This is an optimization exercise on Yosys and OpenROAD, whose aim is small area and a short achievable clock period, not a production implementation.
Function was not checked in any run shown here: the RTL went through the layout flow alone.

[flow/run.sh]
#!/bin/bash
# synth_recipe.tcl (not shown) runs the flow's synth.tcl, then flattens the netlist and writes it again
# the make line also repeats each setting of config.mk as NAME=value (left out here)
make -C /OpenROAD-flow-scripts/flow DESIGN_CONFIG=/design/flow/config.mk WORK_HOME=/design/flow/orfs CLKGATE_MAP_FILE= SYNTH_SCRIPT=/design/flow/synth_recipe.tcl finish
[flow/config.mk]
export PLATFORM = sky130hd
export DESIGN_NAME = smul_q31
export DESIGN_NICKNAME = smul_q31
export VERILOG_FILES = /design/flow/design.v
export SDC_FILE = /design/flow/constraint.sdc
export NUM_CORES = 4
export LEC_CHECK = 0
export CAP_MARGIN = 20
export CORE_MARGIN = 2
export CORE_UTILIZATION = 45
export SETUP_SLACK_MARGIN = 2.5
export SLEW_MARGIN = 20
export SYNTH_HIERARCHICAL = 1
export SYNTH_MINIMUM_KEEP_SIZE = 0
[flow/constraint.sdc]
create_clock -name core_clock -period 8.0 [get_ports {clk}]
set_input_delay 1.6000 -clock core_clock [delete_from_list [all_inputs] [get_ports {clk}]]
set_output_delay 1.6000 -clock core_clock [all_outputs]
set_load 0.01 [all_outputs]
[flow/design.v]
/*verilator lint_off MULTITOP*/
module num_rpad #(
    parameter int IN_WIDTH  = 32,
    parameter int OUT_WIDTH = 32
) (
    input  logic [ IN_WIDTH-1:0] in,
    output logic [OUT_WIDTH-1:0] out
);
  localparam int EXTEND = OUT_WIDTH - IN_WIDTH;
  assign out = {in, {EXTEND{1'b0}}};
endmodule
module num_sneg #(
    parameter int WIDTH = 32
) (
    input  logic signed [WIDTH-1:0] in,
    output logic signed [WIDTH-1:0] out
);
  assign out = -in;
endmodule
module num_sabs #(
    parameter int WIDTH = 32
) (
    input  logic signed [WIDTH-1:0] in,
    output logic signed [WIDTH-1:0] out
);
  assign out = in[WIDTH-1] ? -in : in;
endmodule
module num_min #(
    parameter int WIDTH = 32
) (
    input  logic [WIDTH-1:0] left,
    input  logic [WIDTH-1:0] right,
    output logic [WIDTH-1:0] out
);
  assign out = (left < right) ? left : right;
endmodule
module num_max #(
    parameter int WIDTH = 32
) (
    input  logic [WIDTH-1:0] left,
    input  logic [WIDTH-1:0] right,
    output logic [WIDTH-1:0] out
);
  assign out = (left > right) ? left : right;
endmodule
module num_smin #(
    parameter int WIDTH = 32
) (
    input  logic signed [WIDTH-1:0] left,
    input  logic signed [WIDTH-1:0] right,
    output logic signed [WIDTH-1:0] out
);
  assign out = (left < right) ? left : right;
endmodule
module num_smax #(
    parameter int WIDTH = 32
) (
    input  logic signed [WIDTH-1:0] left,
    input  logic signed [WIDTH-1:0] right,
    output logic signed [WIDTH-1:0] out
);
  assign out = (left > right) ? left : right;
endmodule
module num_ssignbit #(
    parameter int WIDTH = 32
) (
    input logic signed [WIDTH-1:0] in,
    output logic out
);
  assign out = in[WIDTH-1];
endmodule
module num_sadd #(
    parameter int LEFT_WIDTH = 32,
    parameter int LEFT_LSB = 0,
    parameter int RIGHT_WIDTH = 32,
    parameter int RIGHT_LSB = 0,
    parameter int OUT_WIDTH = 33
) (
    input  logic signed [ LEFT_WIDTH-1:0] left,
    input  logic signed [RIGHT_WIDTH-1:0] right,
    output logic signed [  OUT_WIDTH-1:0] out
);
  logic signed [  LEFT_LSB+LEFT_WIDTH-1:0] left_aligned;
  logic signed [RIGHT_LSB+RIGHT_WIDTH-1:0] right_aligned;
  assign left_aligned = {left, {LEFT_LSB{1'b0}}};
  assign right_aligned = {right, {RIGHT_LSB{1'b0}}};
  assign out = left_aligned + right_aligned;
endmodule
module num_smul #(
    parameter int LEFT_WIDTH = 32,
    parameter int RIGHT_WIDTH = 32,
    parameter int OUT_WIDTH = 64,
    parameter int OUT_LSB = 0
) (
    input  logic signed [ LEFT_WIDTH-1:0] left,
    input  logic signed [RIGHT_WIDTH-1:0] right,
    input  logic                          go,
    input  logic                          reset,
    input  logic                          clk,
    output logic signed [  OUT_WIDTH-1:0] out,
    output logic                          done
);
  logic [1:0] done_buffer;
  assign done = done_buffer[1];
  logic signed [       LEFT_WIDTH-1:0] left_tmp;
  logic signed [      RIGHT_WIDTH-1:0] right_tmp;
  logic signed [OUT_LSB+OUT_WIDTH-1:0] out_tmp;
  assign out = out_tmp[OUT_LSB+OUT_WIDTH-1:OUT_LSB];
  always_ff @(posedge clk) begin
    if (go) begin
      done_buffer[0] <= 1;
      done_buffer[1] <= done_buffer[0];
    end else begin
      done_buffer <= 0;
    end
  end
  always_ff @(posedge clk) begin
    if (!reset && go) begin
      left_tmp  <= left;
      right_tmp <= right;
    end else begin
      left_tmp  <= 0;
      right_tmp <= 0;
    end
  end
  always_ff @(posedge clk) begin
    if (reset) begin
      out_tmp <= 0;
    end else if (go) begin
      out_tmp <= left_tmp * right_tmp;
    end else begin
      out_tmp <= out_tmp;
    end
  end
endmodule
module smul_q31 (
    input  logic        clk,
    input  logic        reset,
    input  logic        go,
    input  logic [31:0] left,
    input  logic [31:0] right,
    output logic [31:0] out,
    output logic        done
);
  logic d0, d1;               
  logic zero;                 
  logic [41:0] p1, p2;       
  logic pl;                   
  logic pn;                   
  logic [40:0] a1, a2;       
  logic al;                   
  logic an;                   
  wire phase = d0;            
  wire load = d0 & ~d1;       
  assign done = d1;
  wire [16:0] bs = phase ? right[31:15] : {right[15:0], 1'b0};
  wire [11:0] plo = {2'b0, p1[9:0]} + {2'b0, p2[9:0]} + {11'd0, pl} + ({11'd0, pn} << 8);
  wire [31:0] ph1 = p1[41:10];
  wire [31:0] ph2 = p2[41:10];
  wire [31:0] ks0, kc0;
  sq_ha k0 (.a(ph1[0]), .b(ph2[0]), .s(ks0[0]), .co(kc0[0]));
  sq_ha k1 (.a(ph1[1]), .b(ph2[1]), .s(ks0[1]), .co(kc0[1]));
  sq_ha k2 (.a(ph1[2]), .b(ph2[2]), .s(ks0[2]), .co(kc0[2]));
  sq_ha k3 (.a(ph1[3]), .b(ph2[3]), .s(ks0[3]), .co(kc0[3]));
  sq_ha k4 (.a(ph1[4]), .b(ph2[4]), .s(ks0[4]), .co(kc0[4]));
  sq_ha k5 (.a(ph1[5]), .b(ph2[5]), .s(ks0[5]), .co(kc0[5]));
  sq_ha k6 (.a(ph1[6]), .b(ph2[6]), .s(ks0[6]), .co(kc0[6]));
  sq_ha k7 (.a(ph1[7]), .b(ph2[7]), .s(ks0[7]), .co(kc0[7]));
  sq_ha k8 (.a(ph1[8]), .b(ph2[8]), .s(ks0[8]), .co(kc0[8]));
  sq_ha k9 (.a(ph1[9]), .b(ph2[9]), .s(ks0[9]), .co(kc0[9]));
  sq_ha k10 (.a(ph1[10]), .b(ph2[10]), .s(ks0[10]), .co(kc0[10]));
  sq_ha k11 (.a(ph1[11]), .b(ph2[11]), .s(ks0[11]), .co(kc0[11]));
  sq_ha k12 (.a(ph1[12]), .b(ph2[12]), .s(ks0[12]), .co(kc0[12]));
  sq_ha k13 (.a(ph1[13]), .b(ph2[13]), .s(ks0[13]), .co(kc0[13]));
  sq_ha k14 (.a(ph1[14]), .b(ph2[14]), .s(ks0[14]), .co(kc0[14]));
  sq_ha k15 (.a(ph1[15]), .b(ph2[15]), .s(ks0[15]), .co(kc0[15]));
  sq_fa1 k16 (.a(ph1[16]), .b(ph2[16]), .s(ks0[16]), .co(kc0[16]));
  sq_fa1 k17 (.a(ph1[17]), .b(ph2[17]), .s(ks0[17]), .co(kc0[17]));
  sq_ha k18 (.a(ph1[18]), .b(ph2[18]), .s(ks0[18]), .co(kc0[18]));
  sq_fa1 k19 (.a(ph1[19]), .b(ph2[19]), .s(ks0[19]), .co(kc0[19]));
  sq_ha k20 (.a(ph1[20]), .b(ph2[20]), .s(ks0[20]), .co(kc0[20]));
  sq_fa1 k21 (.a(ph1[21]), .b(ph2[21]), .s(ks0[21]), .co(kc0[21]));
  sq_ha k22 (.a(ph1[22]), .b(ph2[22]), .s(ks0[22]), .co(kc0[22]));
  sq_fa1 k23 (.a(ph1[23]), .b(ph2[23]), .s(ks0[23]), .co(kc0[23]));
  sq_ha k24 (.a(ph1[24]), .b(ph2[24]), .s(ks0[24]), .co(kc0[24]));
  sq_fa1 k25 (.a(ph1[25]), .b(ph2[25]), .s(ks0[25]), .co(kc0[25]));
  sq_ha k26 (.a(ph1[26]), .b(ph2[26]), .s(ks0[26]), .co(kc0[26]));
  sq_fa1 k27 (.a(ph1[27]), .b(ph2[27]), .s(ks0[27]), .co(kc0[27]));
  sq_ha k28 (.a(ph1[28]), .b(ph2[28]), .s(ks0[28]), .co(kc0[28]));
  sq_fa1 k29 (.a(ph1[29]), .b(ph2[29]), .s(ks0[29]), .co(kc0[29]));
  sq_ha k30 (.a(ph1[30]), .b(ph2[30]), .s(ks0[30]), .co(kc0[30]));
  sq_fa1 k31 (.a(ph1[31]), .b(ph2[31]), .s(ks0[31]), .co(kc0[31]));
  wire [46:0] ks = {15'd10922, ks0};
  wire [46:0] kc = {14'd0, kc0, 1'b0};
  wire [46:0] rsum = ks + kc + {45'd0, plo[11:10]};
  wire [46:0] rg = phase ? rsum : 47'd0;
  wire [46:0] rr = rg;
  wire neg0, one0, two0;
  sq_benc e0 (.b(bs[2:0]), .neg(neg0), .one(one0), .two(two0));
  wire neg1, one1, two1;
  sq_benc e1 (.b(bs[4:2]), .neg(neg1), .one(one1), .two(two1));
  wire neg2, one2, two2;
  sq_benc e2 (.b(bs[6:4]), .neg(neg2), .one(one2), .two(two2));
  wire neg3, one3, two3;
  sq_benc e3 (.b(bs[8:6]), .neg(neg3), .one(one3), .two(two3));
  wire neg4, one4, two4;
  sq_benc e4 (.b(bs[10:8]), .neg(neg4), .one(one4), .two(two4));
  wire neg5, one5, two5;
  sq_benc e5 (.b(bs[12:10]), .neg(neg5), .one(one5), .two(two5));
  wire neg6, one6, two6;
  sq_benc e6 (.b(bs[14:12]), .neg(neg6), .one(one6), .two(two6));
  wire neg7, one7, two7;
  sq_benc e7 (.b(bs[16:14]), .neg(neg7), .one(one7), .two(two7));
  wire [32:0] pp0, q0;
  sq_bpp b0[32:0] (.x0({left[31], left}), .x1({left, 1'b0}), .neg(neg0), .one(one0), .two(two0), .p(q0));
  assign pp0 = {~q0[32], q0[31:0]};
  wire [32:0] pp1, q1;
  sq_bpp b1[32:0] (.x0({left[31], left}), .x1({left, 1'b0}), .neg(neg1), .one(one1), .two(two1), .p(q1));
  assign pp1 = {~q1[32], q1[31:0]};
  wire [32:0] pp2, q2;
  sq_bpp b2[32:0] (.x0({left[31], left}), .x1({left, 1'b0}), .neg(neg2), .one(one2), .two(two2), .p(q2));
  assign pp2 = {~q2[32], q2[31:0]};
  wire [32:0] pp3, q3;
  sq_bpp b3[32:0] (.x0({left[31], left}), .x1({left, 1'b0}), .neg(neg3), .one(one3), .two(two3), .p(q3));
  assign pp3 = {~q3[32], q3[31:0]};
  wire [32:0] pp4, q4;
  sq_bpp b4[32:0] (.x0({left[31], left}), .x1({left, 1'b0}), .neg(neg4), .one(one4), .two(two4), .p(q4));
  assign pp4 = {~q4[32], q4[31:0]};
  wire [32:0] pp5, q5;
  sq_bpp b5[32:0] (.x0({left[31], left}), .x1({left, 1'b0}), .neg(neg5), .one(one5), .two(two5), .p(q5));
  assign pp5 = {~q5[32], q5[31:0]};
  wire [32:0] pp6, q6;
  sq_bpp b6[32:0] (.x0({left[31], left}), .x1({left, 1'b0}), .neg(neg6), .one(one6), .two(two6), .p(q6));
  assign pp6 = {~q6[32], q6[31:0]};
  wire [32:0] pp7, q7;
  sq_bpp b7[32:0] (.x0({left[31], left}), .x1({left, 1'b0}), .neg(neg7), .one(one7), .two(two7), .p(q7));
  assign pp7 = {~q7[32], q7[31:0]};
  wire s1, c2;
  sq_ha h2 (.a(neg4), .b(rr[8]), .s(s1), .co(c2));
  wire s3, c4;
  sq_ha h4 (.a(rr[9]), .b(pp0[9]), .s(s3), .co(c4));
  wire s5, c6;
  sq_fa f6 (.a(neg5), .b(rr[10]), .c(pp0[10]), .s(s5), .co(c6));
  wire s7, c8;
  sq_ha h8 (.a(pp1[8]), .b(pp2[6]), .s(s7), .co(c8));
  wire s9, c10;
  sq_fa f10 (.a(rr[11]), .b(pp0[11]), .c(pp1[9]), .s(s9), .co(c10));
  wire s11, c12;
  sq_ha h12 (.a(pp2[7]), .b(pp3[5]), .s(s11), .co(c12));
  wire s13, c14;
  sq_fa f14 (.a(neg6), .b(rr[12]), .c(pp0[12]), .s(s13), .co(c14));
  wire s15, c16;
  sq_fa f16 (.a(pp1[10]), .b(pp2[8]), .c(pp3[6]), .s(s15), .co(c16));
  wire s17, c18;
  sq_ha h18 (.a(pp4[4]), .b(pp5[2]), .s(s17), .co(c18));
  wire s19, c20;
  sq_fa f20 (.a(rr[13]), .b(pp0[13]), .c(pp1[11]), .s(s19), .co(c20));
  wire s21, c22;
  sq_fa f22 (.a(pp2[9]), .b(pp3[7]), .c(pp4[5]), .s(s21), .co(c22));
  wire s23, c24;
  sq_ha h24 (.a(pp5[3]), .b(pp6[1]), .s(s23), .co(c24));
  wire s25, c26;
  sq_fa f26 (.a(rr[14]), .b(pp0[14]), .c(pp1[12]), .s(s25), .co(c26));
  wire s27, c28;
  sq_fa f28 (.a(pp2[10]), .b(pp3[8]), .c(pp4[6]), .s(s27), .co(c28));
  wire s29, c30;
  sq_fa f30 (.a(pp5[4]), .b(pp6[2]), .c(pp7[0]), .s(s29), .co(c30));
  wire s31, c32;
  sq_fa f32 (.a(rr[15]), .b(pp0[15]), .c(pp1[13]), .s(s31), .co(c32));
  wire s33, c34;
  sq_fa f34 (.a(pp2[11]), .b(pp3[9]), .c(pp4[7]), .s(s33), .co(c34));
  wire s35, c36;
  sq_fa f36 (.a(pp5[5]), .b(pp6[3]), .c(pp7[1]), .s(s35), .co(c36));
  wire s37, c38;
  sq_fa f38 (.a(rr[16]), .b(pp0[16]), .c(pp1[14]), .s(s37), .co(c38));
  wire s39, c40;
  sq_fa f40 (.a(pp2[12]), .b(pp3[10]), .c(pp4[8]), .s(s39), .co(c40));
  wire s41, c42;
  sq_fa f42 (.a(pp5[6]), .b(pp6[4]), .c(pp7[2]), .s(s41), .co(c42));
  wire s43, c44;
  sq_fa f44 (.a(rr[17]), .b(pp0[17]), .c(pp1[15]), .s(s43), .co(c44));
  wire s45, c46;
  sq_fa f46 (.a(pp2[13]), .b(pp3[11]), .c(pp4[9]), .s(s45), .co(c46));
  wire s47, c48;
  sq_fa f48 (.a(pp5[7]), .b(pp6[5]), .c(pp7[3]), .s(s47), .co(c48));
  wire s49, c50;
  sq_fa f50 (.a(rr[18]), .b(pp0[18]), .c(pp1[16]), .s(s49), .co(c50));
  wire s51, c52;
  sq_fa f52 (.a(pp2[14]), .b(pp3[12]), .c(pp4[10]), .s(s51), .co(c52));
  wire s53, c54;
  sq_fa f54 (.a(pp5[8]), .b(pp6[6]), .c(pp7[4]), .s(s53), .co(c54));
  wire s55, c56;
  sq_fa f56 (.a(rr[19]), .b(pp0[19]), .c(pp1[17]), .s(s55), .co(c56));
  wire s57, c58;
  sq_fa f58 (.a(pp2[15]), .b(pp3[13]), .c(pp4[11]), .s(s57), .co(c58));
  wire s59, c60;
  sq_fa f60 (.a(pp5[9]), .b(pp6[7]), .c(pp7[5]), .s(s59), .co(c60));
  wire s61, c62;
  sq_fa f62 (.a(rr[20]), .b(pp0[20]), .c(pp1[18]), .s(s61), .co(c62));
  wire s63, c64;
  sq_fa f64 (.a(pp2[16]), .b(pp3[14]), .c(pp4[12]), .s(s63), .co(c64));
  wire s65, c66;
  sq_fa f66 (.a(pp5[10]), .b(pp6[8]), .c(pp7[6]), .s(s65), .co(c66));
  wire s67, c68;
  sq_fa f68 (.a(rr[21]), .b(pp0[21]), .c(pp1[19]), .s(s67), .co(c68));
  wire s69, c70;
  sq_fa f70 (.a(pp2[17]), .b(pp3[15]), .c(pp4[13]), .s(s69), .co(c70));
  wire s71, c72;
  sq_fa f72 (.a(pp5[11]), .b(pp6[9]), .c(pp7[7]), .s(s71), .co(c72));
  wire s73, c74;
  sq_fa f74 (.a(rr[22]), .b(pp0[22]), .c(pp1[20]), .s(s73), .co(c74));
  wire s75, c76;
  sq_fa f76 (.a(pp2[18]), .b(pp3[16]), .c(pp4[14]), .s(s75), .co(c76));
  wire s77, c78;
  sq_fa f78 (.a(pp5[12]), .b(pp6[10]), .c(pp7[8]), .s(s77), .co(c78));
  wire s79, c80;
  sq_fa f80 (.a(rr[23]), .b(pp0[23]), .c(pp1[21]), .s(s79), .co(c80));
  wire s81, c82;
  sq_fa f82 (.a(pp2[19]), .b(pp3[17]), .c(pp4[15]), .s(s81), .co(c82));
  wire s83, c84;
  sq_fa f84 (.a(pp5[13]), .b(pp6[11]), .c(pp7[9]), .s(s83), .co(c84));
  wire s85, c86;
  sq_fa f86 (.a(rr[24]), .b(pp0[24]), .c(pp1[22]), .s(s85), .co(c86));
  wire s87, c88;
  sq_fa f88 (.a(pp2[20]), .b(pp3[18]), .c(pp4[16]), .s(s87), .co(c88));
  wire s89, c90;
  sq_fa f90 (.a(pp5[14]), .b(pp6[12]), .c(pp7[10]), .s(s89), .co(c90));
  wire s91, c92;
  sq_fa f92 (.a(rr[25]), .b(pp0[25]), .c(pp1[23]), .s(s91), .co(c92));
  wire s93, c94;
  sq_fa f94 (.a(pp2[21]), .b(pp3[19]), .c(pp4[17]), .s(s93), .co(c94));
  wire s95, c96;
  sq_fa f96 (.a(pp5[15]), .b(pp6[13]), .c(pp7[11]), .s(s95), .co(c96));
  wire s97, c98;
  sq_fa f98 (.a(rr[26]), .b(pp0[26]), .c(pp1[24]), .s(s97), .co(c98));
  wire s99, c100;
  sq_fa f100 (.a(pp2[22]), .b(pp3[20]), .c(pp4[18]), .s(s99), .co(c100));
  wire s101, c102;
  sq_fa f102 (.a(pp5[16]), .b(pp6[14]), .c(pp7[12]), .s(s101), .co(c102));
  wire s103, c104;
  sq_fa f104 (.a(rr[27]), .b(pp0[27]), .c(pp1[25]), .s(s103), .co(c104));
  wire s105, c106;
  sq_fa f106 (.a(pp2[23]), .b(pp3[21]), .c(pp4[19]), .s(s105), .co(c106));
  wire s107, c108;
  sq_fa f108 (.a(pp5[17]), .b(pp6[15]), .c(pp7[13]), .s(s107), .co(c108));
  wire s109, c110;
  sq_fa f110 (.a(rr[28]), .b(pp0[28]), .c(pp1[26]), .s(s109), .co(c110));
  wire s111, c112;
  sq_fa f112 (.a(pp2[24]), .b(pp3[22]), .c(pp4[20]), .s(s111), .co(c112));
  wire s113, c114;
  sq_fa f114 (.a(pp5[18]), .b(pp6[16]), .c(pp7[14]), .s(s113), .co(c114));
  wire s115, c116;
  sq_fa f116 (.a(rr[29]), .b(pp0[29]), .c(pp1[27]), .s(s115), .co(c116));
  wire s117, c118;
  sq_fa f118 (.a(pp2[25]), .b(pp3[23]), .c(pp4[21]), .s(s117), .co(c118));
  wire s119, c120;
  sq_fa f120 (.a(pp5[19]), .b(pp6[17]), .c(pp7[15]), .s(s119), .co(c120));
  wire s121, c122;
  sq_fa f122 (.a(rr[30]), .b(pp0[30]), .c(pp1[28]), .s(s121), .co(c122));
  wire s123, c124;
  sq_fa f124 (.a(pp2[26]), .b(pp3[24]), .c(pp4[22]), .s(s123), .co(c124));
  wire s125, c126;
  sq_fa f126 (.a(pp5[20]), .b(pp6[18]), .c(pp7[16]), .s(s125), .co(c126));
  wire s127, c128;
  sq_fa f128 (.a(rr[31]), .b(pp0[31]), .c(pp1[29]), .s(s127), .co(c128));
  wire s129, c130;
  sq_fa f130 (.a(pp2[27]), .b(pp3[25]), .c(pp4[23]), .s(s129), .co(c130));
  wire s131, c132;
  sq_fa f132 (.a(pp5[21]), .b(pp6[19]), .c(pp7[17]), .s(s131), .co(c132));
  wire s133, c134;
  sq_fa f134 (.a(rr[32]), .b(pp0[32]), .c(pp1[30]), .s(s133), .co(c134));
  wire s135, c136;
  sq_fa f136 (.a(pp2[28]), .b(pp3[26]), .c(pp4[24]), .s(s135), .co(c136));
  wire s137, c138;
  sq_fa f138 (.a(pp5[22]), .b(pp6[20]), .c(pp7[18]), .s(s137), .co(c138));
  wire s139, c140;
  sq_fa f140 (.a(rr[33]), .b(pp1[31]), .c(pp2[29]), .s(s139), .co(c140));
  wire s141, c142;
  sq_fa f142 (.a(pp3[27]), .b(pp4[25]), .c(pp5[23]), .s(s141), .co(c142));
  wire s143, c144;
  sq_ha h144 (.a(pp6[21]), .b(pp7[19]), .s(s143), .co(c144));
  wire s145, c146;
  sq_fa f146 (.a(rr[34]), .b(pp1[32]), .c(pp2[30]), .s(s145), .co(c146));
  wire s147, c148;
  sq_fa f148 (.a(pp3[28]), .b(pp4[26]), .c(pp5[24]), .s(s147), .co(c148));
  wire s149, c150;
  sq_ha h150 (.a(pp6[22]), .b(pp7[20]), .s(s149), .co(c150));
  wire s151, c152;
  sq_fa f152 (.a(rr[35]), .b(pp2[31]), .c(pp3[29]), .s(s151), .co(c152));
  wire s153, c154;
  sq_fa f154 (.a(pp4[27]), .b(pp5[25]), .c(pp6[23]), .s(s153), .co(c154));
  wire s155, c156;
  sq_fa f156 (.a(rr[36]), .b(pp2[32]), .c(pp3[30]), .s(s155), .co(c156));
  wire s157, c158;
  sq_ha h158 (.a(pp4[28]), .b(pp5[26]), .s(s157), .co(c158));
  wire s159, c160;
  sq_fa f160 (.a(rr[37]), .b(pp3[31]), .c(pp4[29]), .s(s159), .co(c160));
  wire s161, c162;
  sq_ha h162 (.a(rr[38]), .b(pp3[32]), .s(s161), .co(c162));
  wire s163, c164;
  sq_ha h164 (.a(neg2), .b(rr[4]), .s(s163), .co(c164));
  wire s165, c166;
  sq_ha h166 (.a(rr[5]), .b(pp0[5]), .s(s165), .co(c166));
  wire s167, c168;
  sq_fa f168 (.a(neg3), .b(rr[6]), .c(pp0[6]), .s(s167), .co(c168));
  wire s169, c170;
  sq_ha h170 (.a(pp1[4]), .b(pp2[2]), .s(s169), .co(c170));
  wire s171, c172;
  sq_fa f172 (.a(rr[7]), .b(pp0[7]), .c(pp1[5]), .s(s171), .co(c172));
  wire s173, c174;
  sq_ha h174 (.a(pp2[3]), .b(pp3[1]), .s(s173), .co(c174));
  wire s175, c176;
  sq_fa f176 (.a(pp0[8]), .b(pp1[6]), .c(pp2[4]), .s(s175), .co(c176));
  wire s177, c178;
  sq_fa f178 (.a(pp3[2]), .b(pp4[0]), .c(s1), .s(s177), .co(c178));
  wire s179, c180;
  sq_fa f180 (.a(c2), .b(pp1[7]), .c(pp2[5]), .s(s179), .co(c180));
  wire s181, c182;
  sq_fa f182 (.a(pp3[3]), .b(pp4[1]), .c(s3), .s(s181), .co(c182));
  wire s183, c184;
  sq_fa f184 (.a(pp3[4]), .b(pp4[2]), .c(pp5[0]), .s(s183), .co(c184));
  wire s185, c186;
  sq_fa f186 (.a(c4), .b(s7), .c(s5), .s(s185), .co(c186));
  wire s187, c188;
  sq_fa f188 (.a(pp4[3]), .b(pp5[1]), .c(c8), .s(s187), .co(c188));
  wire s189, c190;
  sq_fa f190 (.a(s11), .b(c6), .c(s9), .s(s189), .co(c190));
  wire s191, c192;
  sq_fa f192 (.a(pp6[0]), .b(c12), .c(s17), .s(s191), .co(c192));
  wire s193, c194;
  sq_fa f194 (.a(c10), .b(s13), .c(s15), .s(s193), .co(c194));
  wire s195, c196;
  sq_fa f196 (.a(c18), .b(s23), .c(c14), .s(s195), .co(c196));
  wire s197, c198;
  sq_fa f198 (.a(c16), .b(s19), .c(s21), .s(s197), .co(c198));
  wire s199, c200;
  sq_fa f200 (.a(c24), .b(c20), .c(c22), .s(s199), .co(c200));
  wire s201, c202;
  sq_fa f202 (.a(s25), .b(s27), .c(s29), .s(s201), .co(c202));
  wire s203, c204;
  sq_fa f204 (.a(c26), .b(c28), .c(c30), .s(s203), .co(c204));
  wire s205, c206;
  sq_fa f206 (.a(s31), .b(s33), .c(s35), .s(s205), .co(c206));
  wire s207, c208;
  sq_fa f208 (.a(c32), .b(c34), .c(c36), .s(s207), .co(c208));
  wire s209, c210;
  sq_fa f210 (.a(s37), .b(s39), .c(s41), .s(s209), .co(c210));
  wire s211, c212;
  sq_fa f212 (.a(c38), .b(c40), .c(c42), .s(s211), .co(c212));
  wire s213, c214;
  sq_fa f214 (.a(s43), .b(s45), .c(s47), .s(s213), .co(c214));
  wire s215, c216;
  sq_fa f216 (.a(c44), .b(c46), .c(c48), .s(s215), .co(c216));
  wire s217, c218;
  sq_fa f218 (.a(s49), .b(s51), .c(s53), .s(s217), .co(c218));
  wire s219, c220;
  sq_fa f220 (.a(c50), .b(c52), .c(c54), .s(s219), .co(c220));
  wire s221, c222;
  sq_fa f222 (.a(s55), .b(s57), .c(s59), .s(s221), .co(c222));
  wire s223, c224;
  sq_fa f224 (.a(c56), .b(c58), .c(c60), .s(s223), .co(c224));
  wire s225, c226;
  sq_fa f226 (.a(s61), .b(s63), .c(s65), .s(s225), .co(c226));
  wire s227, c228;
  sq_fa f228 (.a(c62), .b(c64), .c(c66), .s(s227), .co(c228));
  wire s229, c230;
  sq_fa f230 (.a(s67), .b(s69), .c(s71), .s(s229), .co(c230));
  wire s231, c232;
  sq_fa f232 (.a(c68), .b(c70), .c(c72), .s(s231), .co(c232));
  wire s233, c234;
  sq_fa f234 (.a(s73), .b(s75), .c(s77), .s(s233), .co(c234));
  wire s235, c236;
  sq_fa f236 (.a(c74), .b(c76), .c(c78), .s(s235), .co(c236));
  wire s237, c238;
  sq_fa f238 (.a(s79), .b(s81), .c(s83), .s(s237), .co(c238));
  wire s239, c240;
  sq_fa f240 (.a(c80), .b(c82), .c(c84), .s(s239), .co(c240));
  wire s241, c242;
  sq_fa f242 (.a(s85), .b(s87), .c(s89), .s(s241), .co(c242));
  wire s243, c244;
  sq_fa f244 (.a(c86), .b(c88), .c(c90), .s(s243), .co(c244));
  wire s245, c246;
  sq_fa f246 (.a(s91), .b(s93), .c(s95), .s(s245), .co(c246));
  wire s247, c248;
  sq_fa f248 (.a(c92), .b(c94), .c(c96), .s(s247), .co(c248));
  wire s249, c250;
  sq_fa f250 (.a(s101), .b(s97), .c(s99), .s(s249), .co(c250));
  wire s251, c252;
  sq_fa f252 (.a(c100), .b(c102), .c(c98), .s(s251), .co(c252));
  wire s253, c254;
  sq_fa f254 (.a(s103), .b(s105), .c(s107), .s(s253), .co(c254));
  wire s255, c256;
  sq_fa f256 (.a(c104), .b(c106), .c(c108), .s(s255), .co(c256));
  wire s257, c258;
  sq_fa f258 (.a(s109), .b(s111), .c(s113), .s(s257), .co(c258));
  wire s259, c260;
  sq_fa f260 (.a(c110), .b(c112), .c(c114), .s(s259), .co(c260));
  wire s261, c262;
  sq_fa f262 (.a(s115), .b(s117), .c(s119), .s(s261), .co(c262));
  wire s263, c264;
  sq_fa f264 (.a(c116), .b(c118), .c(c120), .s(s263), .co(c264));
  wire s265, c266;
  sq_fa f266 (.a(s121), .b(s123), .c(s125), .s(s265), .co(c266));
  wire s267, c268;
  sq_fa f268 (.a(c122), .b(c124), .c(c126), .s(s267), .co(c268));
  wire s269, c270;
  sq_fa f270 (.a(s127), .b(s129), .c(s131), .s(s269), .co(c270));
  wire s271, c272;
  sq_fa f272 (.a(c128), .b(c130), .c(c132), .s(s271), .co(c272));
  wire s273, c274;
  sq_fa f274 (.a(s133), .b(s135), .c(s137), .s(s273), .co(c274));
  wire s275, c276;
  sq_fa f276 (.a(s143), .b(c134), .c(c136), .s(s275), .co(c276));
  wire s277, c278;
  sq_fa f278 (.a(c138), .b(s139), .c(s141), .s(s277), .co(c278));
  wire s279, c280;
  sq_fa f280 (.a(c144), .b(s149), .c(c140), .s(s279), .co(c280));
  wire s281, c282;
  sq_fa f282 (.a(c142), .b(s145), .c(s147), .s(s281), .co(c282));
  wire s283, c284;
  sq_fa f284 (.a(pp7[21]), .b(c150), .c(c146), .s(s283), .co(c284));
  wire s285, c286;
  sq_fa f286 (.a(c148), .b(s151), .c(s153), .s(s285), .co(c286));
  wire s287, c288;
  sq_fa f288 (.a(pp6[24]), .b(pp7[22]), .c(s157), .s(s287), .co(c288));
  wire s289, c290;
  sq_fa f290 (.a(c152), .b(c154), .c(s155), .s(s289), .co(c290));
  wire s291, c292;
  sq_fa f292 (.a(pp5[27]), .b(pp6[25]), .c(pp7[23]), .s(s291), .co(c292));
  wire s293, c294;
  sq_fa f294 (.a(c158), .b(c156), .c(s159), .s(s293), .co(c294));
  wire s295, c296;
  sq_fa f296 (.a(pp4[30]), .b(pp5[28]), .c(pp6[26]), .s(s295), .co(c296));
  wire s297, c298;
  sq_fa f298 (.a(pp7[24]), .b(s161), .c(c160), .s(s297), .co(c298));
  wire s299, c300;
  sq_fa f300 (.a(rr[39]), .b(pp4[31]), .c(pp5[29]), .s(s299), .co(c300));
  wire s301, c302;
  sq_fa f302 (.a(pp6[27]), .b(pp7[25]), .c(c162), .s(s301), .co(c302));
  wire s303, c304;
  sq_fa f304 (.a(rr[40]), .b(pp4[32]), .c(pp5[30]), .s(s303), .co(c304));
  wire s305, c306;
  sq_ha h306 (.a(pp6[28]), .b(pp7[26]), .s(s305), .co(c306));
  wire s307, c308;
  sq_fa f308 (.a(rr[41]), .b(pp5[31]), .c(pp6[29]), .s(s307), .co(c308));
  wire s309, c310;
  sq_ha h310 (.a(rr[42]), .b(pp5[32]), .s(s309), .co(c310));
  wire s311, c312;
  sq_ha h312 (.a(neg1), .b(rr[2]), .s(s311), .co(c312));
  wire s313, c314;
  sq_ha h314 (.a(rr[3]), .b(pp0[3]), .s(s313), .co(c314));
  wire s315, c316;
  sq_fa f316 (.a(pp0[4]), .b(pp1[2]), .c(pp2[0]), .s(s315), .co(c316));
  wire s317, c318;
  sq_fa f318 (.a(c164), .b(pp1[3]), .c(pp2[1]), .s(s317), .co(c318));
  wire s319, c320;
  sq_fa f320 (.a(pp3[0]), .b(c166), .c(s169), .s(s319), .co(c320));
  wire s321, c322;
  sq_fa f322 (.a(c170), .b(s173), .c(c168), .s(s321), .co(c322));
  wire s323, c324;
  sq_fa f324 (.a(c174), .b(c172), .c(s175), .s(s323), .co(c324));
  wire s325, c326;
  sq_fa f326 (.a(c176), .b(c178), .c(s179), .s(s325), .co(c326));
  wire s327, c328;
  sq_fa f328 (.a(c180), .b(s183), .c(c182), .s(s327), .co(c328));
  wire s329, c330;
  sq_fa f330 (.a(c184), .b(s187), .c(c186), .s(s329), .co(c330));
  wire s331, c332;
  sq_fa f332 (.a(c188), .b(s191), .c(c190), .s(s331), .co(c332));
  wire s333, c334;
  sq_fa f334 (.a(c192), .b(c194), .c(s195), .s(s333), .co(c334));
  wire s335, c336;
  sq_fa f336 (.a(c196), .b(c198), .c(s199), .s(s335), .co(c336));
  wire s337, c338;
  sq_fa f338 (.a(c200), .b(c202), .c(s203), .s(s337), .co(c338));
  wire s339, c340;
  sq_fa f340 (.a(c204), .b(c206), .c(s207), .s(s339), .co(c340));
  wire s341, c342;
  sq_fa f342 (.a(c208), .b(c210), .c(s211), .s(s341), .co(c342));
  wire s343, c344;
  sq_fa f344 (.a(c212), .b(c214), .c(s215), .s(s343), .co(c344));
  wire s345, c346;
  sq_fa f346 (.a(c216), .b(c218), .c(s219), .s(s345), .co(c346));
  wire s347, c348;
  sq_fa f348 (.a(c220), .b(c222), .c(s223), .s(s347), .co(c348));
  wire s349, c350;
  sq_fa f350 (.a(c224), .b(c226), .c(s227), .s(s349), .co(c350));
  wire s351, c352;
  sq_fa f352 (.a(c228), .b(c230), .c(s231), .s(s351), .co(c352));
  wire s353, c354;
  sq_fa f354 (.a(c232), .b(c234), .c(s235), .s(s353), .co(c354));
  wire s355, c356;
  sq_fa f356 (.a(c236), .b(c238), .c(s239), .s(s355), .co(c356));
  wire s357, c358;
  sq_fa f358 (.a(c240), .b(c242), .c(s243), .s(s357), .co(c358));
  wire s359, c360;
  sq_fa f360 (.a(c244), .b(c246), .c(s247), .s(s359), .co(c360));
  wire s361, c362;
  sq_fa f362 (.a(c248), .b(c250), .c(s251), .s(s361), .co(c362));
  wire s363, c364;
  sq_fa f364 (.a(c252), .b(c254), .c(s255), .s(s363), .co(c364));
  wire s365, c366;
  sq_fa f366 (.a(c256), .b(c258), .c(s259), .s(s365), .co(c366));
  wire s367, c368;
  sq_fa f368 (.a(c260), .b(c262), .c(s263), .s(s367), .co(c368));
  wire s369, c370;
  sq_fa f370 (.a(c264), .b(c266), .c(s267), .s(s369), .co(c370));
  wire s371, c372;
  sq_fa f372 (.a(c268), .b(c270), .c(s271), .s(s371), .co(c372));
  wire s373, c374;
  sq_fa f374 (.a(c272), .b(c274), .c(s275), .s(s373), .co(c374));
  wire s375, c376;
  sq_fa f376 (.a(c276), .b(c278), .c(s279), .s(s375), .co(c376));
  wire s377, c378;
  sq_fa f378 (.a(c280), .b(c282), .c(s283), .s(s377), .co(c378));
  wire s379, c380;
  sq_fa f380 (.a(s287), .b(c284), .c(c286), .s(s379), .co(c380));
  wire s381, c382;
  sq_fa f382 (.a(s291), .b(c288), .c(c290), .s(s381), .co(c382));
  wire s383, c384;
  sq_fa f384 (.a(c292), .b(s295), .c(c294), .s(s383), .co(c384));
  wire s385, c386;
  sq_fa f386 (.a(c296), .b(s299), .c(s301), .s(s385), .co(c386));
  wire s387, c388;
  sq_fa f388 (.a(s305), .b(c300), .c(s303), .s(s387), .co(c388));
  wire s389, c390;
  sq_fa f390 (.a(pp7[27]), .b(c306), .c(c304), .s(s389), .co(c390));
  wire s391, c392;
  sq_fa f392 (.a(pp6[30]), .b(pp7[28]), .c(s309), .s(s391), .co(c392));
  wire s393, c394;
  sq_fa f394 (.a(rr[43]), .b(pp6[31]), .c(pp7[29]), .s(s393), .co(c394));
  wire s395, c396;
  sq_ha h396 (.a(rr[44]), .b(pp6[32]), .s(s395), .co(c396));
  wire s397, c398;
  sq_ha h398 (.a(neg0), .b(rr[0]), .s(s397), .co(c398));
  wire s399, c400;
  sq_ha h400 (.a(rr[1]), .b(pp0[1]), .s(s399), .co(c400));
  wire s401, c402;
  sq_fa f402 (.a(pp0[2]), .b(pp1[0]), .c(s311), .s(s401), .co(c402));
  wire s403, c404;
  sq_fa f404 (.a(c312), .b(pp1[1]), .c(s313), .s(s403), .co(c404));
  wire s405, c406;
  sq_fa f406 (.a(s163), .b(c314), .c(s315), .s(s405), .co(c406));
  wire s407, c408;
  sq_fa f408 (.a(s165), .b(c316), .c(s317), .s(s407), .co(c408));
  wire s409, c410;
  sq_fa f410 (.a(c318), .b(s167), .c(s319), .s(s409), .co(c410));
  wire s411, c412;
  sq_fa f412 (.a(s171), .b(c320), .c(s321), .s(s411), .co(c412));
  wire s413, c414;
  sq_fa f414 (.a(s177), .b(c322), .c(s323), .s(s413), .co(c414));
  wire s415, c416;
  sq_fa f416 (.a(s181), .b(c324), .c(s325), .s(s415), .co(c416));
  wire s417, c418;
  sq_fa f418 (.a(c326), .b(s185), .c(s327), .s(s417), .co(c418));
  wire s419, c420;
  sq_fa f420 (.a(s189), .b(c328), .c(s329), .s(s419), .co(c420));
  wire s421, c422;
  sq_fa f422 (.a(s193), .b(c330), .c(s331), .s(s421), .co(c422));
  wire s423, c424;
  sq_fa f424 (.a(s197), .b(c332), .c(s333), .s(s423), .co(c424));
  wire s425, c426;
  sq_fa f426 (.a(s201), .b(c334), .c(s335), .s(s425), .co(c426));
  wire s427, c428;
  sq_fa f428 (.a(s205), .b(c336), .c(s337), .s(s427), .co(c428));
  wire s429, c430;
  sq_fa f430 (.a(s209), .b(c338), .c(s339), .s(s429), .co(c430));
  wire s431, c432;
  sq_fa f432 (.a(s213), .b(c340), .c(s341), .s(s431), .co(c432));
  wire s433, c434;
  sq_fa f434 (.a(s217), .b(c342), .c(s343), .s(s433), .co(c434));
  wire s435, c436;
  sq_fa f436 (.a(s221), .b(c344), .c(s345), .s(s435), .co(c436));
  wire s437, c438;
  sq_fa f438 (.a(s225), .b(c346), .c(s347), .s(s437), .co(c438));
  wire s439, c440;
  sq_fa f440 (.a(s229), .b(c348), .c(s349), .s(s439), .co(c440));
  wire s441, c442;
  sq_fa f442 (.a(s233), .b(c350), .c(s351), .s(s441), .co(c442));
  wire s443, c444;
  sq_fa f444 (.a(s237), .b(c352), .c(s353), .s(s443), .co(c444));
  wire s445, c446;
  sq_fa f446 (.a(s241), .b(c354), .c(s355), .s(s445), .co(c446));
  wire s447, c448;
  sq_fa f448 (.a(s245), .b(c356), .c(s357), .s(s447), .co(c448));
  wire s449, c450;
  sq_fa f450 (.a(s249), .b(c358), .c(s359), .s(s449), .co(c450));
  wire s451, c452;
  sq_fa f452 (.a(s253), .b(c360), .c(s361), .s(s451), .co(c452));
  wire s453, c454;
  sq_fa f454 (.a(s257), .b(c362), .c(s363), .s(s453), .co(c454));
  wire s455, c456;
  sq_fa f456 (.a(s261), .b(c364), .c(s365), .s(s455), .co(c456));
  wire s457, c458;
  sq_fa f458 (.a(s265), .b(c366), .c(s367), .s(s457), .co(c458));
  wire s459, c460;
  sq_fa f460 (.a(s269), .b(c368), .c(s369), .s(s459), .co(c460));
  wire s461, c462;
  sq_fa f462 (.a(s273), .b(c370), .c(s371), .s(s461), .co(c462));
  wire s463, c464;
  sq_fa f464 (.a(s277), .b(c372), .c(s373), .s(s463), .co(c464));
  wire s465, c466;
  sq_fa f466 (.a(s281), .b(c374), .c(s375), .s(s465), .co(c466));
  wire s467, c468;
  sq_fa f468 (.a(s285), .b(c376), .c(s377), .s(s467), .co(c468));
  wire s469, c470;
  sq_fa f470 (.a(s289), .b(c378), .c(s379), .s(s469), .co(c470));
  wire s471, c472;
  sq_fa f472 (.a(s293), .b(c380), .c(s381), .s(s471), .co(c472));
  wire s473, c474;
  sq_fa f474 (.a(s297), .b(c382), .c(s383), .s(s473), .co(c474));
  wire s475, c476;
  sq_fa f476 (.a(c298), .b(s385), .c(c384), .s(s475), .co(c476));
  wire s477, c478;
  sq_fa f478 (.a(c302), .b(s387), .c(c386), .s(s477), .co(c478));
  wire s479, c480;
  sq_fa f480 (.a(s307), .b(c388), .c(s389), .s(s479), .co(c480));
  wire s481, c482;
  sq_fa f482 (.a(c308), .b(s391), .c(c390), .s(s481), .co(c482));
  wire s483, c484;
  sq_fa f484 (.a(c310), .b(s393), .c(c392), .s(s483), .co(c484));
  wire s485, c486;
  sq_fa f486 (.a(pp7[30]), .b(s395), .c(c394), .s(s485), .co(c486));
  wire s487, c488;
  sq_fa f488 (.a(rr[45]), .b(pp7[31]), .c(c396), .s(s487), .co(c488));
  wire s489, c490;
  sq_ha h490 (.a(rr[46]), .b(pp7[32]), .s(s489), .co(c490));
  wire [47:0] v1 = {1'b0, s489, s487, s485, s483, c480, s479, s477, s475, c472, c470, c468, c466, c464, c462, c460, c458, c456, c454, c452, c450, c448, c446, c444, c442, c440, c438, c436, c434, c432, c430, c428, c426, c424, c422, c420, c418, c416, c414, c412, c410, c408, c406, c404, c402, c400, c398, pp0[0]};
  wire [47:0] v2 = {c490, c488, c486, c484, c482, s481, c478, c476, c474, s473, s471, s469, s467, s465, s463, s461, s459, s457, s455, s453, s451, s449, s447, s445, s443, s441, s439, s437, s435, s433, s431, s429, s427, s425, s423, s421, s419, s417, s415, s413, s411, s409, s407, s405, s403, s401, s399, s397};
  wire [6:0] c1lo = {1'b0, v1[5:0]} + {1'b0, v2[5:0]};
  wire [6:0] c2lo = {1'b0, v1[5:0]} + {1'b0, v2[5:0]};
  always_ff @(posedge clk) begin
    d0 <= go;
    d1 <= go & d0;
    p1 <= v1[47:6];
    p2 <= v2[47:6];
    pl <= c1lo[6];
    pn <= neg7;
    if (reset) zero <= 1'b1;
    else if (load) zero <= 1'b0;
    if (load) begin
      a1 <= v1[46:6];
      a2 <= v2[46:6];
      al <= c2lo[6];
      an <= neg7;
    end
  end
  wire [40:0] res = a1 + a2 + {40'd0, al} + ({40'd0, an} << 8);
  assign out = zero ? 32'd0 : res[40:9];
endmodule
module sq_benc (
    input  logic [2:0] b,
    output logic       neg,
    output logic       one,
    output logic       two
);
  assign neg = b[2];
  assign one = b[1] ^ b[0];
  assign two = (b[2] & ~b[1] & ~b[0]) | (~b[2] & b[1] & b[0]);
endmodule
module sq_bpp (
    input  logic x0,
    input  logic x1,
    input  logic neg,
    input  logic one,
    input  logic two,
    output logic p
);
  assign p = ((one & x0) | (two & x1)) ^ neg;
endmodule
module sq_fa (
    input  logic a,
    input  logic b,
    input  logic c,
    output logic s,
    output logic co
);
  assign s = a ^ b ^ c;
  assign co = (a & b) | (a & c) | (b & c);
endmodule
module sq_fa1 (
    input  logic a,
    input  logic b,
    output logic s,
    output logic co
);
  assign s = ~(a ^ b);
  assign co = a | b;
endmodule
module sq_ha (
    input  logic a,
    input  logic b,
    output logic s,
    output logic co
);
  assign s = a ^ b;
  assign co = a & b;
endmodule
==> load_flow_metrics.sql, run 1 <==
INSERT INTO impl_metrics (metric_group, metric, value, unit) VALUES
('drt', 'drt-vias-per-instance', '5.86', ''),
('finish', 'num-fill-cells', '3890', ''),
('logic_synthesis', 'avgSynthCellArea', '11.9', 'um^2'),
('worst_hold_path', 'hold-path-cell-count', '2', ''),
('worst_hold_path', 'hold_path.class', 'register to register', ''),
('setup_path', 'regToRegSetupSlack', '1460', 'ps'),
('global_routing', 'grt_antenna_before_repair', '2', ''),
('finish', 'n_antenna_cell', '0', ''),
('drt', 'drc', '0', ''),
('clock_network', 'clkTransAtPathRegs', '70', 'ps'),
('global_routing', 'grt.total_usage', '25.8', '%'),
('clock_network', 'clock_tree.buffer_depth', '2', ''),
('logic_synthesis', 'synthCells', '1737', ''),
('sta', 'final_period_minus_worst_setup_slack', '6540', 'ps'),
('drt', 'detail_route.wl_per_cell', '23.4', 'um'),
('global_routing', 'grt_overflow_total', '0', ''),
('sta', 'relSlewSlack', '21.1', '%'),
('drt', 'vias', '15100', ''),
('global_routing', 'grt_max_degree', '69', ''),
('logic_synthesis', 'synthDominantCellAreaShare', '21.9', '%'),
('clock_network', 'cts_tree', 'built', ''),
('sta', 'fmaxAchievable', '0.153', 'GHz'),
('setup_path', 'critical_path_buf_inv_count', '4', ''),
('setup_path', 'ff2ff_path_depth', '26', ''),
('setup_path', 'cp_slowest_cell', 'sky130_fd_sc_hd__fa_2', ''),
('logic_synthesis', 'synth.yosys.seq_area_share', '20.7', '%'),
('setup_path', 'endpoint_kind', 'register', ''),
('status', 'run_status', 'timing/DRC/antenna clean', ''),
('clock_network', 'cts_made_buffers', '17', ''),
('drt', 'drt_pre_antenna_iters', '5', ''),
('setup_path', 'critical_setup_path_kind', 'register to register', ''),
('floorplanning', 'fp_rows', '78', ''),
('drt', 'drtIter0Drc', '1242', ''),
('setup_path', 'critical_path.max_fanout', '2', ''),
('clock_network', 'worst_skew_pair.late_latency', '450', 'ps'),
('floorplanning', 'die_width', '219', 'um'),
('sta', 'totalNegativeSetupSlack', '0', 'ps'),
('sta', 'finClkSkew', '25.5', 'ps'),
('drt', 'ant_nets', '0', ''),
('floorplanning', 'floorplan.die_area', '47800', 'um^2'),
('finish', 'drive_above_1_share', '33.6', '%'),
('logic_synthesis', 'synthesis.area', '20700', 'um^2'),
('placed_design', 'finalWeightedCongestion', '0.888', ''),
('logic_synthesis', 'synth_area_leaders', 'sky130_fd_sc_hd__fa_1 22%, sky130_fd_sc_hd__a22oi_2 16%, sky130_fd_sc_hd__ha_1 13%, sky130_fd_sc_hd__edfxtp_1 12%, sky130_fd_sc_hd__xnor2_1 12%', ''),
('logic_synthesis', 'synth-edff-count', '84', ''),
('setup_path', 'worstPathArrival', '6690', 'ps'),
('global_routing', 'gr-usage-met1', '38.6', '%'),
('clock_network', 'deepest_level_of_the_cts_h_tree', '4', ''),
('global_routing', 'use_met3', '5.41', '%'),
('logic_synthesis', 'post-synth-top-area-cell', 'sky130_fd_sc_hd__fa_1', ''),
('worst_hold_path', 'timing.hold.worst_endpoint', 'zero', ''),
('placed_design', 'dpl.hpwl', '44800', 'um'),
('setup_path', 'crit-reg2reg-capture', 'a2[20]', ''),
('clock_network', 'hold_buffers', '0', ''),
('setup_path', 'critPathMaxStageDelay', '540', 'ps'),
('global_routing', 'global_route.peak_usage_layer', 'met1', ''),
('placed_design', 'buffer_ports.inserted', '99', ''),
('logic_synthesis', 'post_synth_num_cell_types', '67', ''),
('job', 'max_cap_viol_count', '0', ''),
('setup_path', 'critPathMostFrequentCell', 'sky130_fd_sc_hd__fa_2', ''),
('clock_network', 'cts.sink_count', '172', ''),
('sta', 'setup_viol', '0', ''),
('setup_path', 'cp.required', '8150', 'ps'),
('floorplanning', 'core', '45400', 'um^2'),
('sta', 'hold_violations', '0', ''),
('global_routing', 'number_of_global_route_vias_before_repair', '15400', ''),
('worst_hold_path', 'hold_path.startpoint', 'd1', ''),
('sta', 'worst_slew_pin_slew', '1180', 'ps');
==> through the flow <==
stage / std cells / util, % / hold slack, ps / instance area, um^2 / setup slack, ps
floorplan: 1751 / - / 664 / 21200 / 1720
global placement: 2473 / 51.1 / 637 / 23200 / 1170
detailed placement: 2475 / 51.2 / 649 / 23200 / 949
CTS: 2552 / 54.2 / 670 / 24600 / 1390
global route: 2578 / 55.4 / 717 / 25200 / 1240
finish: 2578 / 55.4 / 661 / 25200 / 1460
==> worst reg2reg max path: stages, from the launching register on <==
cell,delay [ps]
sky130_fd_sc_hd__dfxtp_1,310
sky130_fd_sc_hd__ha_1,290
sky130_fd_sc_hd__ha_1,290
sky130_fd_sc_hd__a21o_1,190
sky130_fd_sc_hd__a21o_1,160
sky130_fd_sc_hd__a21oi_2,130
sky130_fd_sc_hd__o21ai_2,80
sky130_fd_sc_hd__a211o_1,260
sky130_fd_sc_hd__o211ai_1,100
sky130_fd_sc_hd__fa_1,460
sky130_fd_sc_hd__inv_2,80
sky130_fd_sc_hd__ha_4,130
sky130_fd_sc_hd__inv_2,30
sky130_fd_sc_hd__fa_2,360
sky130_fd_sc_hd__nor2b_4,120
sky130_fd_sc_hd__o31a_1,150
sky130_fd_sc_hd__o211ai_1,150
sky130_fd_sc_hd__a21oi_2,290
sky130_fd_sc_hd__buf_4,180
sky130_fd_sc_hd__o31a_1,130
sky130_fd_sc_hd__buf_4,110
sky130_fd_sc_hd__nor2_2,40
sky130_fd_sc_hd__nor3b_4,300
sky130_fd_sc_hd__fa_2,510
sky130_fd_sc_hd__fa_2,350
sky130_fd_sc_hd__fa_2,540
sky130_fd_sc_hd__fa_2,500
==> layout by cell type, fill, tap and decap left out, types with 9 or more instances in the layout <==
cell type | netlist | layout
sky130_fd_sc_hd__nor2b_1 | 11 | 10
sky130_fd_sc_hd__a21o_1 | 26 | 26
sky130_fd_sc_hd__clkdlybuf4s50_1 | 0 | 84
sky130_fd_sc_hd__conb_1 | 1 | 15
sky130_fd_sc_hd__and2_1 | 9 | 9
sky130_fd_sc_hd__mux2_2 | 20 | 19
sky130_fd_sc_hd__nand2b_1 | 18 | 18
sky130_fd_sc_hd__nand3_1 | 11 | 10
sky130_fd_sc_hd__nor2_1 | 74 | 57
sky130_fd_sc_hd__xnor2_1 | 284 | 280
sky130_fd_sc_hd__a22oi_2 | 264 | 264
sky130_fd_sc_hd__nor2_2 | 0 | 12
sky130_fd_sc_hd__o21a_1 | 12 | 11
sky130_fd_sc_hd__edfxtp_1 | 84 | 84
sky130_fd_sc_hd__fa_2 | 0 | 103
sky130_fd_sc_hd__fa_1 | 227 | 124
sky130_fd_sc_hd__clkbuf_16 | 0 | 18
sky130_fd_sc_hd__a21oi_1 | 53 | 39
sky130_fd_sc_hd__ha_4 | 0 | 10
sky130_fd_sc_hd__buf_4 | 8 | 94
sky130_fd_sc_hd__xor2_1 | 22 | 13
sky130_fd_sc_hd__o21ai_0 | 34 | 24
sky130_fd_sc_hd__a21oi_2 | 1 | 14
sky130_fd_sc_hd__dfxtp_1 | 88 | 85
sky130_fd_sc_hd__ha_1 | 216 | 202
sky130_fd_sc_hd__nor3_1 | 18 | 16
sky130_fd_sc_hd__inv_1 | 76 | 74
sky130_fd_sc_hd__nand2_1 | 41 | 39
==> flip-flops by register name, summed over array words and instances (netlist names) <==
signal  count
pl          1
a2         41
an          1
zero        1
pn          1
a1         41
p2         42
al          1
p1         41
d1          1
d0          1
==> synthesized netlist by cell type, types with 8 or more instances <==
master                     count
sky130_fd_sc_hd__o21ai_0      34
sky130_fd_sc_hd__nor3_1       18
sky130_fd_sc_hd__clkbuf_1     12
sky130_fd_sc_hd__dfxtp_1      88
sky130_fd_sc_hd__nand2_1      41
sky130_fd_sc_hd__xor2_1       22
sky130_fd_sc_hd__nand4_1       8
sky130_fd_sc_hd__a31oi_1       9
sky130_fd_sc_hd__o31ai_1       9
sky130_fd_sc_hd__o22ai_2       9
sky130_fd_sc_hd__nor2b_1      11
sky130_fd_sc_hd__and2_1        9
sky130_fd_sc_hd__a21oi_1      53
sky130_fd_sc_hd__mux2_2       20
sky130_fd_sc_hd__xnor2_1     284
sky130_fd_sc_hd__a21o_1       26
sky130_fd_sc_hd__a211oi_1     11
sky130_fd_sc_hd__edfxtp_1     84
sky130_fd_sc_hd__nand3_1      11
sky130_fd_sc_hd__buf_4         8
sky130_fd_sc_hd__inv_1        76
sky130_fd_sc_hd__fa_1        227
sky130_fd_sc_hd__nand2b_1     18
sky130_fd_sc_hd__ha_1        216
sky130_fd_sc_hd__nor2_1       74
sky130_fd_sc_hd__a22oi_2     264
sky130_fd_sc_hd__o21a_1       12
==> modules after synthesis, one instance, submodules excluded <==
module	flops+latches	times used
sq_fa1	0	9
sq_bpp	0	264
sq_benc	0	8
sq_ha	0	45
sq_fa	0	223
smul_q31	172	1
==> kinds of logic after synthesis <==
group / share of synthesized area (%)
flip-flops: 20.7
other: 0.0181
multiplexers: 1.38
AO/OA/AOI/OAI: 23.0
adder cells (fa/ha/maj): 35.0
XOR/XNOR: 12.9
AND/OR/NAND/NOR: 5.12
buffers and inverters: 1.93
==> per-layer routing <==
layer,wire [um],share of wire [%]
met5,0,0
met4,814,1.3
met3,4450,7.4
met2,26000,43
met1,29200,48
==> worst max path at each step <==
stage	endpoint	slack, ps	startpoint	cells past startpoint
floorplan	a2[26]	1720	p2[2]	27
global placement	a2[28]	1170	p2[2]	27
detailed placement	a2[28]	950	p2[2]	27
CTS	a2[28]	1390	p2[2]	27
global route	a2[20]	1240	p2[3]	26
finish	a2[20]	1460	p2[3]	26
==> layout make-up <==
cell class | instances | area [um^2] | share of cell area, %
well taps | 600 | 751 | 2.98
inverters | 77 | 289 | 1.15
flip-flops and latches | 172 | 4290 | 17.0
clock inverters | 14 | 134 | 0.532
multi-input cells | 1486 | 17300 | 68.7
clock buffers | 18 | 429 | 1.71
repair buffers | 211 | 2000 | 7.94
==> timing repair <==
action / 4_1_cts / 5_1_grt
pin swaps: 104 / 58
resized for setup: 119 / 67
buffers inserted: 40 / 24
cloned: 5 / 1
endpoints found under the setup margin: 157 / 142
==> run 2: changes to the inputs <==
--- a/flow/design.v
+++ b/flow/design.v
@@ -146,7 +146,6 @@
   logic zero;                 
   logic [41:0] p1, p2;       
   logic pl;                   
-  logic pn;                   
   logic [40:0] a1, a2;       
   logic al;                   
   logic an;                   
@@ -154,7 +153,7 @@
   wire load = d0 & ~d1;       
   assign done = d1;
   wire [16:0] bs = phase ? right[31:15] : {right[15:0], 1'b0};
-  wire [11:0] plo = {2'b0, p1[9:0]} + {2'b0, p2[9:0]} + {11'd0, pl} + ({11'd0, pn} << 8);
+  wire [10:0] plo = {1'b0, p1[9:0]} + {1'b0, p2[9:0]} + {10'd0, pl};
   wire [31:0] ph1 = p1[41:10];
   wire [31:0] ph2 = p2[41:10];
   wire [31:0] ks0, kc0;
@@ -191,10 +190,9 @@
   sq_ha k30 (.a(ph1[30]), .b(ph2[30]), .s(ks0[30]), .co(kc0[30]));
   sq_fa1 k31 (.a(ph1[31]), .b(ph2[31]), .s(ks0[31]), .co(kc0[31]));
   wire [46:0] ks = {15'd10922, ks0};
-  wire [46:0] kc = {14'd0, kc0, 1'b0};
-  wire [46:0] rsum = ks + kc + {45'd0, plo[11:10]};
-  wire [46:0] rg = phase ? rsum : 47'd0;
-  wire [46:0] rr = rg;
+  wire [46:0] kc = {14'd0, kc0, plo[10]};
+  wire [46:0] rsum = ks + kc;
+  wire [46:0] rr = phase ? rsum : {32'd0, neg7, 14'd0};
   wire neg0, one0, two0;
   sq_benc e0 (.b(bs[2:0]), .neg(neg0), .one(one0), .two(two0));
   wire neg1, one1, two1;
@@ -735,7 +733,6 @@
     p1 <= v1[47:6];
     p2 <= v2[47:6];
     pl <= c1lo[6];
-    pn <= neg7;
     if (reset) zero <= 1'b1;
     else if (load) zero <= 1'b0;
     if (load) begin
==> load_flow_metrics.sql, run 2 <==
INSERT INTO impl_metrics (metric_group, metric, value, unit) VALUES
('floorplanning', 'floorplan.die_area', '47500', 'um^2'),
('global_routing', 'grt_max_degree', '63', ''),
('clock_network', 'clkTransAtPathRegs', '70', 'ps'),
('worst_hold_path', 'hold_path.class', 'register to register', ''),
('worst_hold_path', 'timing.hold.worst_endpoint', 'a2[40]', ''),
('sta', 'relSlewSlack', '18.9', '%'),
('drt', 'vias', '15400', ''),
('setup_path', 'critPathMostFrequentCell', 'sky130_fd_sc_hd__fa_2', ''),
('setup_path', 'endpoint_kind', 'register', ''),
('clock_network', 'cts_made_buffers', '17', ''),
('logic_synthesis', 'synthCells', '1756', ''),
('logic_synthesis', 'synth_most_common_cell', 'sky130_fd_sc_hd__xnor2_1', ''),
('floorplanning', 'fp_rows', '78', ''),
('drt', 'drc', '0', ''),
('sta', 'postLayoutSetupSlackWorst', '1720', 'ps'),
('status', 'run_status', 'timing/DRC/antenna clean', ''),
('floorplanning', 'core', '45300', 'um^2'),
('finish', 'registers.top_by_ff_count', 'p2', ''),
('drt', 'detail_route.wl_per_cell', '24.4', 'um'),
('sta', 'final_period_minus_worst_setup_slack', '6280', 'ps'),
('placed_design', 'finalWeightedCongestion', '0.879', ''),
('setup_path', 'cp_slowest_cell', 'sky130_fd_sc_hd__fa_2', ''),
('finish', 'drive_above_1_share', '31.2', '%');
==> run 2: cell count changes in the layout (fill, tap and decap cells not counted), sizes merged, moves of 6 or more <==
| cell | before | now |
|---|---|---|
| ha | 216 | 178 |
| a21o | 29 | 39 |
| a21oi | 54 | 63 |
| and3 | 4 | 13 |
| nand3 | 11 | 19 |
| xor2 | 24 | 32 |
| nor3 | 18 | 25 |
| a31oi | 9 | 15 |
==> run 2: timing repair <==
item,in CTS,in global routing
endpoints found under the setup margin,141,138
gates resized for setup,114,82
pin swaps,76,85
buffers inserted,29,40
gates cloned,6,2
==> run 2: worst max path at each step <==
stage | startpoint | endpoint | cells past startpoint
final | p1[0] | a2[27] | 26
after global routing | p1[0] | a2[25] | 25
after CTS | p1[0] | a2[19] | 23
after detailed placement | right[25] | a2[11] | 12
after global placement | right[9] | a2[12] | 12
after floorplan | p1[0] | a2[23] | 23
==> run 2: kinds of logic (layout without fill, tap and decap cells) <==
group                    after synthesis  in the layout  synth area share, %
XOR/XNOR                             316            320                 13.4
buffers and inverters                 97            307                 1.93
other                                  1             16               0.0182
AO/OA/AOI/OAI                        506            510                 24.3
adder cells (fa/ha/maj)              403            403                 32.7
multiplexers                          23             23                 1.23
AND/OR/NAND/NOR                      239            239                 5.63
flip-flops                           171            171                 20.7
==> run 2: layout make-up <==
class,count,area (um^2),area share (%)
Clock buffer,17,425,1.71
Timing Repair Buffer,207,1900,7.66
Clock inverter,15,166,0.671
Multi-Input combinational cell,1510,17000,68.7
Sequential cell,171,4270,17.2
Tap cell,600,751,3.03
Antenna cell,1,2.50,0.0101
Inverter,68,255,1.03
==> run 2: through the flow <==
stage	hold WS, ps	area (um^2)	instances
final	785	24800	2589
after global routing	841	24800	2588
after CTS	811	24100	2546
after detailed placement	793	22900	2479
after global placement	796	22900	2479
after floorplan	586	21000	1770
==> run 2: per-module statistics from Yosys (local to each module, per instance) <==
module,flip-flops and latches,cell area [um^2]
sq_benc,0,38.8
sq_ha,0,12.5
sq_fa1,0,27.5
sq_fa,0,20.0
sq_bpp,0,21.3
smul_q31,171,9390
==> run 2: routing by layer <==
layer	vias to the layer above	part of all wire [%]	global-route usage (%)	wire length, um
met5	-	0	0	0
met4	0	2.7	7.78	1710
met3	111	7.1	4.38	4500
met2	572	45	40.7	28200
met1	7801	46	39.0	28800
li1	6907	-	-	-

[what the ideal ports hide]
Ports are ideal in the flow. The routed layouts listed here were re-timed in OpenROAD. Step 1 assumes that a clkbuf_16 drives the clock port and a buf_2 every other input. Step 2 also shifts input and output timing later by t, the mid clock arrival at the registers, as if the neighbouring blocks saw the same clock. a / b / c = ideal / step 1 / step 2; a / b = the first two.
run	t (ns)	slack for setup (ns)	worst hold slack (ns)	worst register clock-pin slew, ns
run 1	0.506	1.462 / 1.462 / 1.462	0.661 / 0.661 / 0.661	0.08 / 0.08
run 2	0.482	1.724 / 1.724 / 1.702	0.785 / 0.785 / 0.785	0.07 / 0.07
After both steps every run listed still meets setup and hold. For run 2, which loses most, drivers alone change the setup slack by 0.000 ns; drivers and shift together by -0.022 ns.
